This is an optimization exercise on Yosys and OpenROAD, whose aim is small area, a short achievable clock period and few clock cycles per item, not a production implementation. At most, simulation tests tie the RTL to the original design; equivalence was not proved. Power is estimated from default activity; no workload was simulated.

== north ==
==> module DMAC_ENGINE, before the edit <==
module DMAC_ENGINE
(
    input   wire                clk,
    input   wire                rst_n,   
    input   wire    [31:0]      src_addr_i,
    input   wire    [31:0]      dst_addr_i,
    input   wire    [31:0]      byte_len_i,
    input   wire                start_i,     
    output  wire                done_o,      
    output  wire    [31:0]      awaddr_o,
    output  wire    [7:0]       awlen_o,
    output  wire                awvalid_o,
    input   wire                awready_i,
    output  wire    [255:0]     wdata_o,
    output  wire                wlast_o,
    output  wire                wvalid_o,
    input   wire                wready_i,
    input   wire                bvalid_i,
    output  wire    [31:0]      araddr_o,
    output  wire    [7:0]       arlen_o,
    output  wire                arvalid_o,
    input   wire                arready_i,
    input   wire    [255:0]     rdata_i,
    input   wire                rlast_i,
    input   wire                rvalid_i,
    output  wire                rready_o
);
    reg                 s_ar,        
                        s_aw,        
                        s_nx,        
                        s_wb;        
    reg     [18:0]      bcnt;        
    reg     [18:0]      hi;          
    reg                 last;        
    reg     [7:0]       len;         
    reg     [1:0]       wout;        
    wire    [18:0]      nfull   = byte_len_i[31:13];     
    wire    [7:0]       nlast   = byte_len_i[12:5];      
    wire                at_last = (bcnt == nfull);
    wire                ar_hs   = s_ar & arready_i;
    wire                aw_hs   = s_aw & awready_i;
    wire    [18:0]      hi_sum  = (s_ar ? dst_addr_i[31:13] : src_addr_i[31:13]) + bcnt;
    wire                fin     = (wout == 2'd0) | ((wout == 2'd1) & bvalid_i);
    wire                idle    = !(s_ar | s_aw | s_nx | s_wb);
    always @(posedge clk) begin
        if (!rst_n) begin
            s_ar    <= 1'b0;
            s_aw    <= 1'b0;
            s_nx    <= 1'b0;
            s_wb    <= 1'b0;
            bcnt    <= 19'd0;
            hi      <= 19'd0;
            last    <= 1'b0;
            len     <= 8'd0;
            wout    <= 2'd0;
        end else begin
            if (idle | ar_hs | s_nx)
                hi      <= hi_sum;
            if (idle | s_nx) begin
                last    <= at_last;
                len     <= at_last ? nlast - 8'd1 : 8'hFF;
            end
            if (start_i)
                s_ar    <= 1'b1;
            if (ar_hs) begin
                s_ar    <= 1'b0;
                s_aw    <= 1'b1;
            end
            if (aw_hs) begin
                s_aw    <= 1'b0;
                if (last) begin
                    s_wb    <= 1'b1;
                end else begin
                    s_nx    <= 1'b1;
                    bcnt    <= bcnt + 19'd1;
                end
            end
            if (s_nx) begin
                if (at_last & (nlast == 8'd0)) begin
                    s_nx    <= 1'b0;
                    s_wb    <= 1'b1;
                end else if (wout != 2'd3) begin
                    s_nx    <= 1'b0;
                    s_ar    <= 1'b1;
                end
            end
            if (s_wb & fin) begin
                s_wb    <= 1'b0;
                bcnt    <= 19'd0;
            end
            wout <= wout + {1'b0, aw_hs} - {1'b0, bvalid_i};
        end
    end
    assign done_o    = s_wb & fin;
    assign araddr_o  = { hi, src_addr_i[12:5], 5'd0 };
    assign awaddr_o  = { hi, dst_addr_i[12:5], 5'd0 };
    assign arlen_o   = len;
    assign awlen_o   = arlen_o;
    assign arvalid_o = s_ar;
    assign awvalid_o = s_aw;
    assign wdata_o   = rdata_i;
    assign wlast_o   = rlast_i;
    assign wvalid_o  = rvalid_i;
    assign rready_o  = wready_i;
endmodule
==> flow/config.mk <==
export PLATFORM = sky130hd
export DESIGN_NAME = DMAC_TOP
export DESIGN_NICKNAME = DMAC_TOP
export VERILOG_FILES = /design/flow/design.v
export SDC_FILE = /design/flow/constraint.sdc
export NUM_CORES = 4
export LEC_CHECK = 0
export CAP_MARGIN = 20
export CORE_AREA = 2 2 288 288
export DIE_AREA = 0 0 290 290
export PLACE_DENSITY = 0.6
export SLEW_MARGIN = 20
==> flow/constraint.sdc <==
create_clock -name core_clock -period 10.0 [get_ports {ap_clk}]
set_input_delay 2.0000 -clock core_clock [delete_from_list [all_inputs] [get_ports {ap_clk}]]
set_output_delay 2.0000 -clock core_clock [all_outputs]
set_load 0.01 [all_outputs]
run.sh (not shown) runs the stock make flow with config.mk's settings and CLKGATE_MAP_FILE= SYNTH_SCRIPT=/design/flow/synth_recipe.tcl, a recipe that flattens the netlist after the stock synthesis.
Testbench counts of north, summed over its fixed seeds: cycles 9,168, beats 6,955.
[inputs] south vs north
==> flow/design.v, changed modules only <==
module DMAC_ENGINE
(
    input   wire                clk,
    input   wire                rst_n,   
    input   wire    [31:0]      src_addr_i,
    input   wire    [31:0]      dst_addr_i,
    input   wire    [31:0]      byte_len_i,
    input   wire                start_i,     
    output  wire                done_o,      
    output  wire    [31:0]      awaddr_o,
    output  wire    [7:0]       awlen_o,
    output  wire                awvalid_o,
    input   wire                awready_i,
    output  wire    [255:0]     wdata_o,
    output  wire                wlast_o,
    output  wire                wvalid_o,
    input   wire                wready_i,
    input   wire                bvalid_i,
    output  wire    [31:0]      araddr_o,
    output  wire    [7:0]       arlen_o,
    output  wire                arvalid_o,
    input   wire                arready_i,
    input   wire    [255:0]     rdata_i,
    input   wire                rlast_i,
    input   wire                rvalid_i,
    output  wire                rready_o
);
    reg                 s_ar,        
                        s_aw,        
                        s_nx,        
                        s_wb;        
    reg     [18:0]      bcnt;        
    reg     [18:0]      hi;          
    reg                 last;        
    reg     [1:0]       wout;        
    wire    [18:0]      nfull   = byte_len_i[31:13];     
    wire    [7:0]       nlast   = byte_len_i[12:5];      
    wire                at_last = (bcnt == nfull);
    wire                ar_hs   = s_ar & arready_i;
    wire                aw_hs   = s_aw & awready_i;
    wire    [18:0]      hi_sum  = (s_ar ? dst_addr_i[31:13] : src_addr_i[31:13]) + bcnt;
    wire                fin     = (wout == 2'd0) | ((wout == 2'd1) & bvalid_i);
    always @(posedge clk) begin
        if (!rst_n) begin
            s_ar    <= 1'b0;
            s_aw    <= 1'b0;
            s_nx    <= 1'b0;
            s_wb    <= 1'b0;
            bcnt    <= 19'd0;
            hi      <= 19'd0;
            last    <= 1'b0;
            wout    <= 2'd0;
        end else begin
            if (start_i | ar_hs | s_nx)
                hi      <= hi_sum;
            if (start_i | s_nx)
                last    <= at_last;
            if (start_i)
                s_ar    <= 1'b1;
            if (ar_hs) begin
                s_ar    <= 1'b0;
                s_aw    <= 1'b1;
            end
            if (aw_hs) begin
                s_aw    <= 1'b0;
                if (last) begin
                    s_wb    <= 1'b1;
                end else begin
                    s_nx    <= 1'b1;
                    bcnt    <= bcnt + 19'd1;
                end
            end
            if (s_nx) begin
                if (at_last & (nlast == 8'd0)) begin
                    s_nx    <= 1'b0;
                    s_wb    <= 1'b1;
                end else if (wout != 2'd3) begin
                    s_nx    <= 1'b0;
                    s_ar    <= 1'b1;
                end
            end
            if (s_wb & fin) begin
                s_wb    <= 1'b0;
                bcnt    <= 19'd0;
            end
            wout <= wout + {1'b0, aw_hs} - {1'b0, bvalid_i};
        end
    end
    assign done_o    = s_wb & fin;
    assign araddr_o  = { hi, src_addr_i[12:5], 5'd0 };
    assign awaddr_o  = { hi, dst_addr_i[12:5], 5'd0 };
    assign arlen_o   = last ? nlast - 8'd1 : 8'hFF;
    assign awlen_o   = arlen_o;
    assign arvalid_o = s_ar;
    assign awvalid_o = s_aw;
    assign wdata_o   = rdata_i;
    assign wlast_o   = rlast_i;
    assign wvalid_o  = rvalid_i;
    assign rready_o  = wready_i;
endmodule
==> run summary <==
Every stage of the flow completed for south, and the final layout passed the timing, design-rule and antenna checks.
There was hardly any difference in proportion of cell area spent on the clock network between north and south.
Looking at power share of the sequential group across south and north, the one that comes out lower is south.
After detailed routing, north needs more wire than south.
Going from north to south, worst slew margin relative to its limit now sits lower; flip-flop and latch area now sits lower; final clock period utilization by the worst path up 3.8 points.
Against north as the reference, south delivers a lower flip-flop and latch share of the layout cell area.
Between south and north, the difference in filler-free cell count of the finished design is negligible.
Relative to north, the worst hold slack of south is higher by 0.013 ns.
On total design power, the higher figure sits with north, not south.
Between south and north, the number of logic inverters in the finished layout does not differ in any meaningful way.
As far as number of cells on the worst reg-to-reg path goes, north and south are indistinguishable; the numbers are identical.
Via count essentially unchanged between south and north.
Only the layout flow was run in south; the RTL was not checked for function there.

[re-timing with driven ports]
The results above use ideal ports. As a check the final layouts listed here were re-extracted and re-timed, cells and wires unchanged.
Step 1 sets driving cells, clkbuf_16 on the clock port and buf_2 on the other inputs (assumed; they add their load-dependent delay and slew).
Step 2 moves the port delays by t, midway between the first and last clock arrival at a register: inputs arrive t later, outputs are due t later. That takes back most of the time a late clock gives input paths.
a / b / c = no drivers / after step 1 / after step 2; a / b = the first two.
| run | t, ns | slack for setup (ns) | clock arrival spread, ns | worst data-port slew with drivers (ns) |
|---|---|---|---|---|
| north | 0.506 | 5.795 / 5.817 / 5.311 | 0.018 / 0.017 | 0.17 |
| south | 0.516 | 5.418 / 5.360 / 5.127 | 0.016 / 0.016 | 0.20 |
After both steps setup and hold are still met in every run listed. For north, which loses most, drivers alone change the setup slack by +0.022 ns; drivers and shift together by -0.484 ns.
